This design comes from an exercise in tuning for small area on the open sky130 flow, not from production work. No functional check of the RTL was part of this run.

File: flow/config.mk
export PLATFORM = sky130hd
export DESIGN_NAME = CORDIC
export DESIGN_NICKNAME = CORDIC
export VERILOG_FILES = /design/flow/design.v
export SDC_FILE = /design/flow/constraint.sdc
export NUM_CORES = 4
export LEC_CHECK = 0
export CAP_MARGIN = 20
export CORE_MARGIN = 2
export CORE_UTILIZATION = 40
export SLEW_MARGIN = 20
File: flow/constraint.sdc
create_clock -name core_clock -period 25.0 [get_ports {clk}]
set_input_delay 5.0000 -clock core_clock [delete_from_list [all_inputs] [get_ports {clk}]]
set_output_delay 5.0000 -clock core_clock [all_outputs]
set_load 0.01 [all_outputs]
File: flow/design.v
module Reg (
    input clk,
    input reg_en,
    input wire [31:0] reg_in,
    output reg [31:0] reg_out 
);
always @(posedge clk) begin
    if (reg_en)
        reg_out <= reg_in;
end
endmodule
module ALU (
    input wire signed [31:0] data_in_one,
    input wire d_i,
    input wire signed [31:0] data_in_two,
    output wire signed [31:0] data_out
);
    assign data_out = d_i?(data_in_one + data_in_two):(data_in_one - data_in_two);
endmodule
module qtwoComp
#(
    parameter Q = 15,
    parameter N = 32
)
(
    input [N-2:0] a,
    output [2*N-1:0] b
);
reg [2*N-1:0] flip;
reg [2*N-1:0] out;
assign b = out;
always @(*) begin
    flip = ~a;
end
always @(*) begin
    out = flip + 1;
end
endmodule
module qmult 
#(
    parameter Q = 15,
    parameter N = 32
)
(
    input [N-1:0] a,
    input [N-1:0] b,
    output [N-1:0] c
);
wire [2*N-1:0] a_ext;
wire [2*N-1:0] b_ext;
wire [2*N-1:0] r_ext;
reg [2*N-1:0] a_mult;
reg [2*N-1:0] b_mult;
reg [2*N-1:0] result;
reg [N-1:0] retVal;
qtwoComp #(Q,N) comp_a (a[30:0],a_ext);
qtwoComp #(Q,N) comp_b (b[30:0],b_ext);
qtwoComp #(Q,N) comp_r (result[N-2+Q:Q],r_ext);
assign c = retVal;
always @(*) begin
    if (a[N-1] == 1)
        a_mult = a_ext;
    else
        a_mult = a;
    if (b[N-1] == 1)
        b_mult = b_ext;
    else
        b_mult = b;
end
always @(*) begin
    result = a_mult * b_mult;
end
always @(*) begin
    if ((a[N-1] == 1 && b[N-1] == 0)||(a[N-1] == 0 && b[N-1] == 1))begin
        retVal[N-1] = 1;
        retVal[N-2:0] = r_ext[N-2:0];
    end
    else begin
        retVal[N-1] = 0;
        retVal[N-2:0] = result[N-2+Q:Q];
    end
end
endmodule
module qdiv #(
    parameter Q = 15,
    parameter N = 32
)
(
    input [N-1:0] dividend,
    input [N-1:0] divisor,
    input start,
    input clk,
    input rst,
    output [N-1:0] quotient_out,
    output complete
);
reg [N-1:0] quotient;
reg [N-1:0] dividend_copy;
reg [2*(N-1)-1:0] divider_copy;
reg [5:0] bit_count;
reg done;
assign quotient_out = quotient;
assign complete = done;
always @(posedge clk) begin
    if (rst)
        done <= 1'b1;
    else if (done && start) begin
        done <= 1'b0;
        bit_count <= N+Q-2;
        quotient <= 0;
        dividend_copy <= {1'b0,dividend[N-2:0]};
        divider_copy[2*(N-1)-1] <= 0;
        divider_copy[2*(N-1)-2:N-2] <= divisor[N-2:0];
        divider_copy[N-3:0] <= 0;
        if ((dividend[N-1] == 1 && divisor[N-1] == 0)||
            (dividend[N-1] == 0 && divisor[N-1] == 1))
            quotient[N-1] <= 1;
        else
            quotient[N-1] <= 0;
    end
    else if (!done) begin
        if (dividend_copy >= divider_copy) begin
            dividend_copy <= dividend_copy - divider_copy;
            if (bit_count < N)
                quotient[bit_count] <= 1'b1;
        end
        divider_copy <= divider_copy >> 1;
        if (bit_count == 0)
            done <= 1'b1;
        bit_count <= bit_count - 1;
    end
end
endmodule
module REG_TOP (
    input clk,
    input rst,
    input reg_en,
    input wire [31:0] x,
    input wire [31:0] y,
    input wire [31:0] angle,
    input wire [3:0] reg_select_in,
    input wire [31:0] reg_target_angle_in,
    input wire reg_valid_in,
    output wire [31:0] x_out,
    output wire [31:0] y_out,
    output reg [3:0] reg_select_out,
    output reg [31:0] reg_target_angle_out,
    output wire [31:0] angle_out,
    output reg reg_valid_out
);
always @(posedge clk) begin
    if (rst)
        reg_valid_out <= 1'b0;
    else if (reg_en)
        reg_valid_out <= reg_valid_in;
end
always @(posedge clk) begin
    if (reg_en)
        reg_target_angle_out <= reg_target_angle_in;
end
always @(posedge clk) begin
    if (rst)
        reg_select_out <= 4'b0000;
    else if (reg_en)
        reg_select_out <= reg_select_in;
end
Reg u_x_Reg(
    .clk(clk),
    .reg_en(reg_en),
    .reg_in(x),
    .reg_out(x_out)
);
Reg u_y_Reg(
    .clk(clk),
    .reg_en(reg_en),
    .reg_in(y),
    .reg_out(y_out)
);
Reg u_angle_Reg(
    .clk(clk),
    .reg_en(reg_en),
    .reg_in(angle),
    .reg_out(angle_out)
);
endmodule
module ALU_TOP (
    input wire signed [31:0] x_init,
    input wire signed [31:0] y_init,
    input wire signed [31:0] x_shift,
    input wire signed [31:0] y_shift,
    input wire [31:0] target_angle,
    input wire [3:0] select,
    input wire valid,
    input wire [31:0] angle,
    input wire [31:0] delta_angle,
    output wire signed [31:0] x_out,
    output wire signed [31:0] y_out,
    output wire [31:0] angle_out,
    output wire [3:0] select_out,
    output wire [31:0] target_angle_out,
    output wire ALU_valid_out
);
wire d_i;
assign ALU_valid_out = valid;
assign target_angle_out = target_angle;
assign select_out = select;
assign d_i = select[3]?1'b1:((angle < target_angle)?1'b1:1'b0);
ALU u_x_ALU(
    .data_in_one(x_init),
    .d_i(~d_i),
    .data_in_two(y_shift),
    .data_out(x_out)
);
ALU u_y_ALU(
    .data_in_one(y_init),
    .d_i(d_i),
    .data_in_two(x_shift),
    .data_out(y_out)    
);
ALU u_angle_ALU(
    .data_in_one(angle),
    .d_i(d_i),
    .data_in_two(delta_angle),
    .data_out(angle_out)
);
endmodule
module init (
    input clk,
    input rst,
    input  [15:0] in_angle,
    input signed [15:0] another,
    input wire [3:0] select,
    input wire valid,
    output reg [31:0] x,
    output reg [31:0] y,
    output reg [31:0] out_angle,
    output reg [3:0] select_out,
    output reg valid_init_out
);
always @(posedge clk) begin
    if (valid)
        x <= select[3] ? 32'h00000000 : 32'h00010000;  
end
always @(posedge clk) begin
    if (valid)
        y <= 32'h00000000;  
end 
always @(posedge clk) begin
    if (valid)
        out_angle <= select[3] ? 32'h00000000: {in_angle,{16'h0000}};
end
always @(posedge clk) begin
    if (rst)
        valid_init_out <= 1'b0;
    else if (valid)
        valid_init_out <= 1'b1;
    else
        valid_init_out <= 1'b0;
end
always @(posedge clk) begin
    if (rst)
        select_out <= 4'b0000;
    else if (valid)
        select_out <= select;
end
endmodule
module S_C_T_ARCT (
    input clk,
    input rst,
    input reg_en,
    input wire valid,
    input wire [3:0] select, 
    input wire [31:0] x_init,
    input wire [31:0] y_init,
    input wire [31:0] target_angle,
    output wire [31:0] x_out,
    output wire [31:0] y_out,
    output wire ALU_valid_out,
    output wire [31:0] angle_out,
    output wire [3:0] select_out
);
parameter  angle_45 = 32'h002d0000;
parameter  angle_26 = 32'h001a90a3;
parameter  angle_14 = 32'h000e0937;
parameter  angle_7 = 32'h00072000;
parameter  angle_3 = 32'h00039388;
parameter  angle_1 = 32'h0001ca36;
wire [31:0] ALU1_x_out;
wire [31:0] ALU1_y_out;
wire [31:0] ALU1_angle_out;
wire ALU1_valid_out;
wire [3:0] ALU1_select_out;
wire [31:0] ALU1_target_angle_out;
wire [3:0] reg1_select_out;
wire [31:0] reg1_target_angle_out;
wire reg1_valid_out;
wire [31:0] reg1_x_out;
wire [31:0] reg1_y_out;
wire [31:0] reg1_angle_out;
wire [31:0] ALU2_x_out;
wire [31:0] ALU2_y_out;
wire [31:0] ALU2_angle_out;
wire ALU2_valid_out;
wire [3:0] ALU2_select_out;
wire [31:0] ALU2_target_angle_out;
wire [3:0] reg2_select_out;
wire [31:0] reg2_target_angle_out;
wire reg2_valid_out;
wire [31:0] reg2_x_out;
wire [31:0] reg2_y_out;
wire [31:0] reg2_angle_out;
wire [31:0] ALU3_x_out;
wire [31:0] ALU3_y_out;
wire [31:0] ALU3_angle_out;
wire ALU3_valid_out;
wire [3:0] ALU3_select_out;
wire [31:0] ALU3_target_angle_out;
wire [3:0] reg3_select_out;
wire [31:0] reg3_target_angle_out;
wire reg3_valid_out;
wire [31:0] reg3_x_out;
wire [31:0] reg3_y_out;
wire [31:0] reg3_angle_out;
wire [31:0] ALU4_x_out;
wire [31:0] ALU4_y_out;
wire [31:0] ALU4_angle_out;
wire ALU4_valid_out;
wire [3:0] ALU4_select_out;
wire [31:0] ALU4_target_angle_out;
wire [3:0] reg4_select_out;
wire [31:0] reg4_target_angle_out;
wire reg4_valid_out;
wire [31:0] reg4_x_out;
wire [31:0] reg4_y_out;
wire [31:0] reg4_angle_out;
wire [31:0] ALU5_x_out;
wire [31:0] ALU5_y_out;
wire [31:0] ALU5_angle_out;
wire ALU5_valid_out;
wire [3:0] ALU5_select_out;
wire [31:0] ALU5_target_angle_out;
wire [3:0] reg5_select_out;
wire [31:0] reg5_target_angle_out;
wire reg5_valid_out;
wire [31:0] reg5_x_out;
wire [31:0] reg5_y_out;
wire [31:0] reg5_angle_out;
ALU_TOP u1_ALU_TOP(
    .x_init(x_init),
    .y_init(y_init),
    .x_shift(x_init),
    .y_shift(y_init),
    .target_angle(target_angle),
    .select(select),
    .valid(valid),
    .angle(32'd0),
    .delta_angle(angle_45),
    .x_out(ALU1_x_out),
    .y_out(ALU1_y_out),
    .angle_out(ALU1_angle_out),
    .select_out(ALU1_select_out),
    .target_angle_out(ALU1_target_angle_out),
    .ALU_valid_out(ALU1_valid_out)
);
REG_TOP u1_REG_TOP(
    .clk(clk),
    .rst(rst),
    .reg_en(reg_en),
    .x(ALU1_x_out),
    .y(ALU1_y_out),
    .angle(ALU1_angle_out),
    .reg_select_in(ALU1_select_out),
    .reg_target_angle_in(ALU1_target_angle_out),
    .reg_valid_in(ALU1_valid_out),
    .x_out(reg1_x_out),
    .y_out(reg1_y_out),
    .reg_select_out(reg1_select_out),
    .reg_target_angle_out(reg1_target_angle_out),
    .angle_out(reg1_angle_out),
    .reg_valid_out(reg1_valid_out)
);
ALU_TOP u2_ALU_TOP(
    .x_init(reg1_x_out),
    .y_init(reg1_y_out),
    .x_shift({{1'b0},reg1_x_out[31:1]}),
    .y_shift({{1'b0},reg1_y_out[31:1]}),
    .target_angle(target_angle),
    .select(reg1_select_out),
    .angle(reg1_angle_out),
    .delta_angle(angle_26),
    .valid(reg1_valid_out),
    .x_out(ALU2_x_out),
    .y_out(ALU2_y_out),
    .angle_out(ALU2_angle_out),
    .select_out(ALU2_select_out),
    .target_angle_out(ALU2_target_angle_out),
    .ALU_valid_out(ALU2_valid_out)
);
REG_TOP u2_REG_TOP(
    .clk(clk),
    .rst(rst),
    .reg_en(reg_en),
    .x(ALU2_x_out),
    .y(ALU2_y_out),
    .angle(ALU2_angle_out),
    .reg_select_in(ALU2_select_out),
    .reg_target_angle_in(ALU2_target_angle_out),
    .reg_valid_in(ALU2_valid_out),
    .x_out(reg2_x_out),
    .y_out(reg2_y_out),
    .reg_select_out(reg2_select_out),
    .reg_target_angle_out(reg2_target_angle_out),
    .angle_out(reg2_angle_out),
    .reg_valid_out(reg2_valid_out)
);
ALU_TOP u3_ALU_TOP(
    .x_init(reg2_x_out),
    .y_init(reg2_y_out),
    .x_shift({{2'b00},reg2_x_out[31:2]}),
    .y_shift({{2'b00},reg2_y_out[31:2]}),
    .target_angle(target_angle),
    .select(reg2_select_out),
    .angle(reg2_angle_out),
    .delta_angle(angle_14),
    .valid(reg2_valid_out),
    .x_out(ALU3_x_out),
    .y_out(ALU3_y_out),
    .ALU_valid_out(ALU3_valid_out),
    .angle_out(ALU3_angle_out),
    .target_angle_out(ALU3_target_angle_out),
    .select_out(ALU3_select_out)
);
REG_TOP u3_REG_TOP(
    .clk(clk),
    .rst(rst),
    .reg_en(reg_en),
    .x(ALU3_x_out),
    .y(ALU3_y_out),
    .angle(ALU3_angle_out),
    .reg_valid_in(ALU3_valid_out),
    .reg_target_angle_in(ALU3_target_angle_out),
    .reg_select_in(ALU3_select_out),
    .x_out(reg3_x_out),
    .y_out(reg3_y_out),
    .reg_valid_out(reg3_valid_out),
    .angle_out(reg3_angle_out),
    .reg_select_out(reg3_select_out),
    .reg_target_angle_out(reg3_target_angle_out)
);
ALU_TOP u4_ALU_TOP(
    .x_init(reg3_x_out),
    .y_init(reg3_y_out),
    .x_shift({{3'b000},reg3_x_out[31:3]}),
    .y_shift({{3'b000},reg3_y_out[31:3]}),
    .target_angle(target_angle),
    .select(reg3_select_out),
    .angle(reg3_angle_out),
    .delta_angle(angle_7),
    .valid(reg3_valid_out),
    .x_out(ALU4_x_out),
    .y_out(ALU4_y_out),
    .angle_out(ALU4_angle_out),
    .select_out(ALU4_select_out),
    .target_angle_out(ALU4_target_angle_out),
    .ALU_valid_out(ALU4_valid_out)
);
REG_TOP u4_REG_TOP(
    .clk(clk),
    .rst(rst),
    .reg_en(reg_en),
    .x(ALU4_x_out),
    .y(ALU4_y_out),
    .angle(ALU4_angle_out),
    .reg_target_angle_in(ALU4_target_angle_out),
    .reg_select_in(ALU4_select_out),
    .reg_valid_in(ALU4_valid_out),
    .x_out(reg4_x_out),
    .y_out(reg4_y_out),
    .angle_out(reg4_angle_out),
    .reg_valid_out(reg4_valid_out),
    .reg_target_angle_out(reg4_target_angle_out),
    .reg_select_out(reg4_select_out)
);
ALU_TOP u5_ALU_TOP(
    .x_init(reg4_x_out),
    .y_init(reg4_y_out),
    .x_shift({{4'b0000},reg4_x_out[31:4]}),
    .y_shift({{4'b0000},reg4_y_out[31:4]}),
    .target_angle(target_angle),
    .angle(reg4_angle_out),
    .select(reg4_select_out),
    .delta_angle(angle_3),
    .valid(reg4_valid_out),
    .x_out(ALU5_x_out),
    .y_out(ALU5_y_out),
    .ALU_valid_out(ALU5_valid_out),
    .select_out(ALU5_select_out),
    .target_angle_out(ALU5_target_angle_out),
    .angle_out(ALU5_angle_out)
);
REG_TOP u5_REG_TOP(
    .clk(clk),
    .rst(rst),
    .reg_en(reg_en),
    .x(ALU5_x_out),
    .y(ALU5_y_out),
    .angle(ALU5_angle_out),
    .reg_valid_in(ALU5_valid_out),
    .reg_select_in(ALU5_select_out),
    .reg_target_angle_in(ALU5_target_angle_out),
    .x_out(reg5_x_out),
    .y_out(reg5_y_out),
    .reg_valid_out(reg5_valid_out),
    .reg_select_out(reg5_select_out),
    .reg_target_angle_out(reg5_target_angle_out),
    .angle_out(reg5_angle_out)
);
ALU_TOP u6_ALU_TOP(
    .x_init(reg5_x_out),
    .y_init(reg5_y_out),
    .x_shift({{5'b00000},reg5_x_out[31:5]}),
    .y_shift({{5'b00000},reg5_y_out[31:5]}),
    .target_angle(target_angle),
    .select(reg5_select_out),
    .angle(reg5_angle_out),
    .delta_angle(angle_1),
    .valid(reg5_valid_out),
    .x_out(x_out),
    .y_out(y_out),
    .ALU_valid_out(ALU_valid_out),
    .select_out(select_out),
    .target_angle_out(),
    .angle_out(angle_out)
);
endmodule
module output_select(
    input clk,
    input rst,
    input wire [3:0] select,
    input wire [31:0] x,
    input wire [31:0] y,
    input wire [31:0] angle,
    input wire valid_in,
    output wire [15:0] CORDIC_OUT,
    output reg valid_out
);
parameter  k = 32'h00009b7b;
wire [31:0] CORDIC_sin_out;
wire [31:0] CORDIC_cos_out;
wire [31:0] CORDIC_tan_out;
wire tan_done;
always @(posedge clk) begin
    if (rst)
        valid_out <= 1'b0;
    else if (~select[2])
        valid_out <= valid_in;
    else
        valid_out <= tan_done;
end
assign CORDIC_OUT = select[0] ?CORDIC_sin_out[23:8]:(select[1]?CORDIC_cos_out[23:8]:(select[2]?CORDIC_tan_out[23:8]:angle[23:8]));
qmult #(16,32) uut_cos(k,x,CORDIC_cos_out);
qmult #(16,32) uut_sin(k,y,CORDIC_sin_out);
qdiv #(16,32) uut_tan(
    .dividend(CORDIC_sin_out),
    .divisor(CORDIC_cos_out),
    .start(valid_in && select[2]),
    .clk(clk),
    .rst(rst),
    .quotient_out(CORDIC_tan_out),
    .complete(tan_done)
);
endmodule
module  CORDIC(
    input clk,
    input rst,
    input wire [15:0] in_angle,
    input wire valid,
    input wire [3:0] select,
    input wire [15:0] another,
    output wire [15:0] CORDIC_OUT,
    output wire out_valid
);
wire [31:0] x_out;
wire [31:0] y_out;
wire [31:0] angle_out;
wire [3:0] select_out;
wire ALU_valid_out;
wire [3:0] select_in;
wire [31:0] x_init_out;
wire [31:0] y_init_out;
wire [31:0] angle_init_out;
wire valid_init_out;
init u_init(
    .clk(clk),
    .rst(rst),
    .in_angle(in_angle),
    .another(another),
    .select(select),
    .valid(valid),
    .x(x_init_out),
    .y(y_init_out),
    .out_angle(angle_init_out),
    .select_out(select_in),
    .valid_init_out(valid_init_out)
);
S_C_T_ARCT u_SIN_COS_TOP(
    .clk(clk),
    .rst(rst),
    .reg_en(1'b1), 
    .valid(valid_init_out),
    .select(select_in),
    .x_init(x_init_out),
    .y_init(y_init_out),
    .target_angle(angle_init_out),
    .x_out(x_out),
    .y_out(y_out),
    .ALU_valid_out(ALU_valid_out),
    .angle_out(angle_out),
    .select_out(select_out)
);
output_select u_output_select(
    .clk(clk),
    .rst(rst),
    .select(select_out),
    .x(x_out),
    .y(y_out),
    .angle(angle_out),
    .valid_in(ALU_valid_out),
    .CORDIC_OUT(CORDIC_OUT),
    .valid_out(out_valid)
);
endmodule
File: flow/run.sh
#!/bin/bash
# synth_recipe.tcl (not shown) runs the flow's synth.tcl, then flattens the netlist and writes it again
# the make line also repeats each setting of config.mk as NAME=value (left out here)
make -C /OpenROAD-flow-scripts/flow DESIGN_CONFIG=/design/flow/config.mk WORK_HOME=/design/flow/orfs CLKGATE_MAP_FILE= SYNTH_SCRIPT=/design/flow/synth_recipe.tcl finish
==> reports/summary.md <==
In the final timing run, aggregate negative setup slack is 0 ns. Hold timing on the final database bottoms out at a slack of 0.3229 ns. The sum of net half-perimeters after detailed placement was 116600 um. Critical register-to-register path startpoint: u_init.out_angle[29]$_SDFFCE_PP0P_. The sort of element at the start of the critical path was a flop.

In this run the number of H-tree levels came out at 2. The clock reaches the later pin of the worst-skew pair after 0.64 ns.

The synthesis-stage register bit count is 421, and the number of non-filler instances in the completed layout is 8292. Dividing the detail-routed wire length by the instance count gives 16.69 um. The most used flip-flop cell after synthesis is sky130_fd_sc_hd__dfxtp_1.

The starting utilization of the core area is 0.4024. The die boundary width was 381.2 um; the period utilization was 0.8916. The floorplan step defined a die boundary enclosing 145300 sq um. The vias per cell was 5.091. The cell count of the worst reg-to-reg path came out at 52. The run gives 141400 sq um as the core area. The time the worst path needs with I/O delays and setup was 22.29 ns. In this run, placement finished with an instance count of 8202. The run gives 0.2763 as the worst slew slack as a fraction of its limit.

The run gives 0 as the final-report hold violation count. Summing all multi-input logic gate instances after layout gives 42570 sq um. The area share of the largest cell type after synthesis works out to 0.2195. Hold repair after CTS inserted 0 buffers. The data required time at the worst endpoint was 20.00 ns.

At the worst endpoint, the arrival time is 17.29 ns. The nature of the critical path endpoint is an output port. The maximum fanout encountered on the critical timing path is 68. The min-delay analysis places its worst path in the category reg2reg. The aggregate global-route resource usage is 0.1885, and the pin count of the biggest net entering global routing is 90.

Wires add up to 138400 um. For the number of global-route vias before repair, the log shows 42187. In this run the cell area of the synthesized design comes to 56910 sq um. The share of the core filled with cells in the final layout was 0.4345. After synthesis, the cell types taking the most area are sky130_fd_sc_hd__fa_1, sky130_fd_sc_hd__ha_1, sky130_fd_sc_hd__dfxtp_1, sky130_fd_sc_hd__inv_1, sky130_fd_sc_hd__edfxtp_1. Among all stages on the critical path, the largest delay is contributed by sky130_fd_sc_hd__xor2_1.

The run gives 0 as the final-report max-slew violation count. The sequential fraction of the synthesis area was 0.1713. In this run, post-CTS repair resized a total of 0 instances.

TritonCTS built the clock tree. Setup repair after global routing left no endpoint under its margin. The leading area contributor after synthesis was sky130_fd_sc_hd__fa_1. The clock net in this run drives a total of 421 sinks. The tools report the unique cell type count in the Yosys netlist as 109. The worst hold path passes through 0 cells. Async set-or-reset flop fraction in the synthesized netlist: 0. Sorting the synthesized cells by how often they occur yields sky130_fd_sc_hd__inv_1, sky130_fd_sc_hd__ha_1, sky130_fd_sc_hd__fa_1, sky130_fd_sc_hd__xnor2_1, sky130_fd_sc_hd__a21oi_1. In this run the worst setup path begins at u_init.out_angle[29]$_SDFFCE_PP0P_. In this run the remaining antenna-violating nets after routing total 0.

At the placement stage, the worst setup path has a slack of 3.352 ns. Before antenna repair, the detailed router went through 5 iterations. Compared with the post-synthesis result, the final layout area differs by 7.965%. During synthesis, Yosys emitted a total of 7 warnings. For this block, the initial DRC count from the detailed router was 2422.

The repair_antennas step left the layout with diodes totalling 0. The final worst clock skew is 0.04179 ns, and the post-place instance area is 59740 sq um. The run gives 49 as the total CTS buffers.

Count of vias placed by the detailed router: 42218. Static timing analysis puts the maximum clock frequency at 44.86 MHz. When the netlist entered floorplanning its net count stood at 7732.

The tools report the final net count as 7766. Startpoint of the worst hold path: u_SIN_COS_TOP.u3_REG_TOP.u_angle_Reg.reg_out[7]$_DFF_P_. Number of filler instances in the final layout: 13671. The first global-routing pass estimated 222100 um of wire. The mean instance size in the synthesized netlist works out to 8.992 sq um. Most frequent cell after synthesis: sky130_fd_sc_hd__inv_1. By startpoint and endpoint, the worst setup path is classified as reg2out.

The flow ran to the end and the layout has no timing, DRC or antenna violations. Once the clock tree was built, the setup fixing pass inserted 0 buffers. The number of cell rows is 138. The number of buffers on the longest clock path is 3. For hold timing, the worst endpoint is u_SIN_COS_TOP.u4_REG_TOP.u_angle_Reg.reg_out[7]$_DFF_P_. The fraction of final layout cells sized beyond drive strength 1 was 0.04092. The final setup violation count is 0. Cell count after synthesis: 6329. After global routing the overflow that remains totals 0. Yosys mapped a number of flops with a built-in enable equal to 132.

In this run the tool buffered the top-level ports with 39 buffer cells. After clock tree synthesis, the clock-pin slew on the worst setup and hold paths is 0.06 ns. Reg-to-reg endpoint: u_output_select.uut_tan.divider_copy[53]$_DFFE_PP_. At the pin with the least slew margin, the transition time is 1.082 ns.

The remaining routing DRC violations is 0. The die boundary height is 381.2 um. The tools report the final estimated routing congestion in global placement as 0.9279.

Finished layout cell area: 61440 sq um. The highest cell delay on the worst timing path is 0.80 ns, and the setup slack of the critical path after layout is 2.710 ns. The tools report the number of antenna violations at the first check in global routing as 1. In the final layout, flip-flops and latches occupy 9749 sq um.

The tools report the root buffer cell as sky130_fd_sc_hd__clkbuf_16. Max-cap violations in this run came to 0. The count of pins on the block boundary is 56.
==> placed cells by master, fill, tap and decap left out, types with 19 or more instances in the layout <==
cell                              instances
sky130_fd_sc_hd__inv_1                 1123
sky130_fd_sc_hd__ha_1                   740
sky130_fd_sc_hd__fa_1                   624
sky130_fd_sc_hd__xnor2_1                420
sky130_fd_sc_hd__a21oi_1                418
sky130_fd_sc_hd__nor2_1                 402
sky130_fd_sc_hd__nand2_1                310
sky130_fd_sc_hd__o21ai_0                295
sky130_fd_sc_hd__dfxtp_1                289
sky130_fd_sc_hd__xor2_1                 194
sky130_fd_sc_hd__edfxtp_1               132
sky130_fd_sc_hd__a21o_1                 127
sky130_fd_sc_hd__nor3_1                 104
sky130_fd_sc_hd__nor2b_1                 96
sky130_fd_sc_hd__nand2b_1                79
sky130_fd_sc_hd__o21bai_1                63
sky130_fd_sc_hd__nand3_1                 62
sky130_fd_sc_hd__buf_4                   55
sky130_fd_sc_hd__o31ai_1                 53
sky130_fd_sc_hd__clkbuf_16               49
sky130_fd_sc_hd__o21a_1                  47
sky130_fd_sc_hd__or3_1                   45
sky130_fd_sc_hd__or2_2                   41
sky130_fd_sc_hd__nor4_1                  38
sky130_fd_sc_hd__clkdlybuf4s50_1         38
sky130_fd_sc_hd__and3_1                  36
sky130_fd_sc_hd__and2_1                  34
sky130_fd_sc_hd__a31oi_1                 33
sky130_fd_sc_hd__a211oi_1                33
sky130_fd_sc_hd__nand4_1                 27
sky130_fd_sc_hd__o211ai_1                23
sky130_fd_sc_hd__mux2i_1                 20
sky130_fd_sc_hd__o41ai_1                 19
==> final cells by class <==
class / count / share of cell area
multi-input combinational: 4667 / 0.6928
sequential: 421 / 0.1587
inverter: 1129 / 0.06897
tap: 1890 / 0.03849
clock buffer: 67 / 0.02171
timing repair buffer: 95 / 0.01344
clock inverter: 23 / 0.005966
==> metal layers <==
metal,routed length [um],part of all wire,GRT usage
met1,65800,0.48,0.2617
met2,62210,0.45,0.3061
met3,6336,0.046,0.02559
met4,4062,0.029,0.05270
met5,0,0,0
==> worst max-delay path by stage <==
stage / end / slack [ns]
2_1_floorplan: CORDIC_OUT[15] / 6.45
3_3_place_gp: CORDIC_OUT[15] / 3.53
3_5_place_dp: CORDIC_OUT[15] / 3.35
4_1_cts: CORDIC_OUT[15] / 2.62
5_1_grt: CORDIC_OUT[15] / 1.49
6_report: CORDIC_OUT[15] / 2.71
==> cell families after synthesis <==
family,count (synthesis),share of synthesized area
buf+inv,1241,0.08251
flops,421,0.1713
fa+ha+maj,1364,0.3822
simple gates,1365,0.1188
mux,30,0.005496
compound gates,1274,0.1395
xor+xnor,634,0.1002
==> state kept, by name (all words and copies together) (netlist names), 6 cells and up <==
register	flops
u_SIN_COS_TOP.u4_REG_TOP.u_x_Reg.reg_out	21
u_output_select.uut_tan.divider_copy	61
u_SIN_COS_TOP.u5_REG_TOP.u_x_Reg.reg_out	25
u_SIN_COS_TOP.u4_REG_TOP.u_y_Reg.reg_out	22
u_SIN_COS_TOP.u2_REG_TOP.u_y_Reg.reg_out	7
u_output_select.uut_tan.dividend_copy	32
u_SIN_COS_TOP.u2_REG_TOP.u_angle_Reg.reg_out	16
u_SIN_COS_TOP.u5_REG_TOP.u_y_Reg.reg_out	26
u_init.out_angle	16
u_SIN_COS_TOP.u2_REG_TOP.u_x_Reg.reg_out	6
u_SIN_COS_TOP.u3_REG_TOP.u_y_Reg.reg_out	19
u_output_select.uut_tan.quotient	16
u_SIN_COS_TOP.u3_REG_TOP.u_angle_Reg.reg_out	31
u_output_select.uut_tan.bit_count	6
u_SIN_COS_TOP.u5_REG_TOP.u_angle_Reg.reg_out	31
u_SIN_COS_TOP.u3_REG_TOP.u_x_Reg.reg_out	18
u_SIN_COS_TOP.u4_REG_TOP.u_angle_Reg.reg_out	31
==> critical path, delay by kind of cell (launching register included) <==
| family | cells | cell delay (ns) |
|---|---|---|
| xor+xnor | 3 | 1.49 |
| compound gates | 13 | 3.63 |
| flops | 1 | 0.34 |
| simple gates | 18 | 4.31 |
| buf+inv | 10 | 2.59 |
| fa+ha+maj | 9 | 4.25 |

-- what the ideal ports hide --
How much do the figures lean on ideal ports? The routed layout below was timed once more, with nothing changed but the port constraints.
Step 1 sets driving cells, clkbuf_16 on the clock port and buf_2 on the other inputs (assumed; they add their load-dependent delay and slew).
Step 2 times the ports against the registers' clock, not the clock port: input delays grow and output delays shrink by t, the midpoint of the rising clock arrivals with the driver on.
Slacks: no drivers / after step 1 / after step 2; pairs: no drivers / after step 1.
t, ns: 0.696
setup WS [ns]: 2.710 / 2.636 / 3.332
hold slack, ns: 0.323 / 0.323 / 0.323
worst setup path at the end: register to output
worst register clock-pin slew, ns: 0.07 / 0.07
After both steps this run still meets setup and hold. The setup slack of this run moves by -0.074 ns with the drivers and by +0.622 ns with both steps.
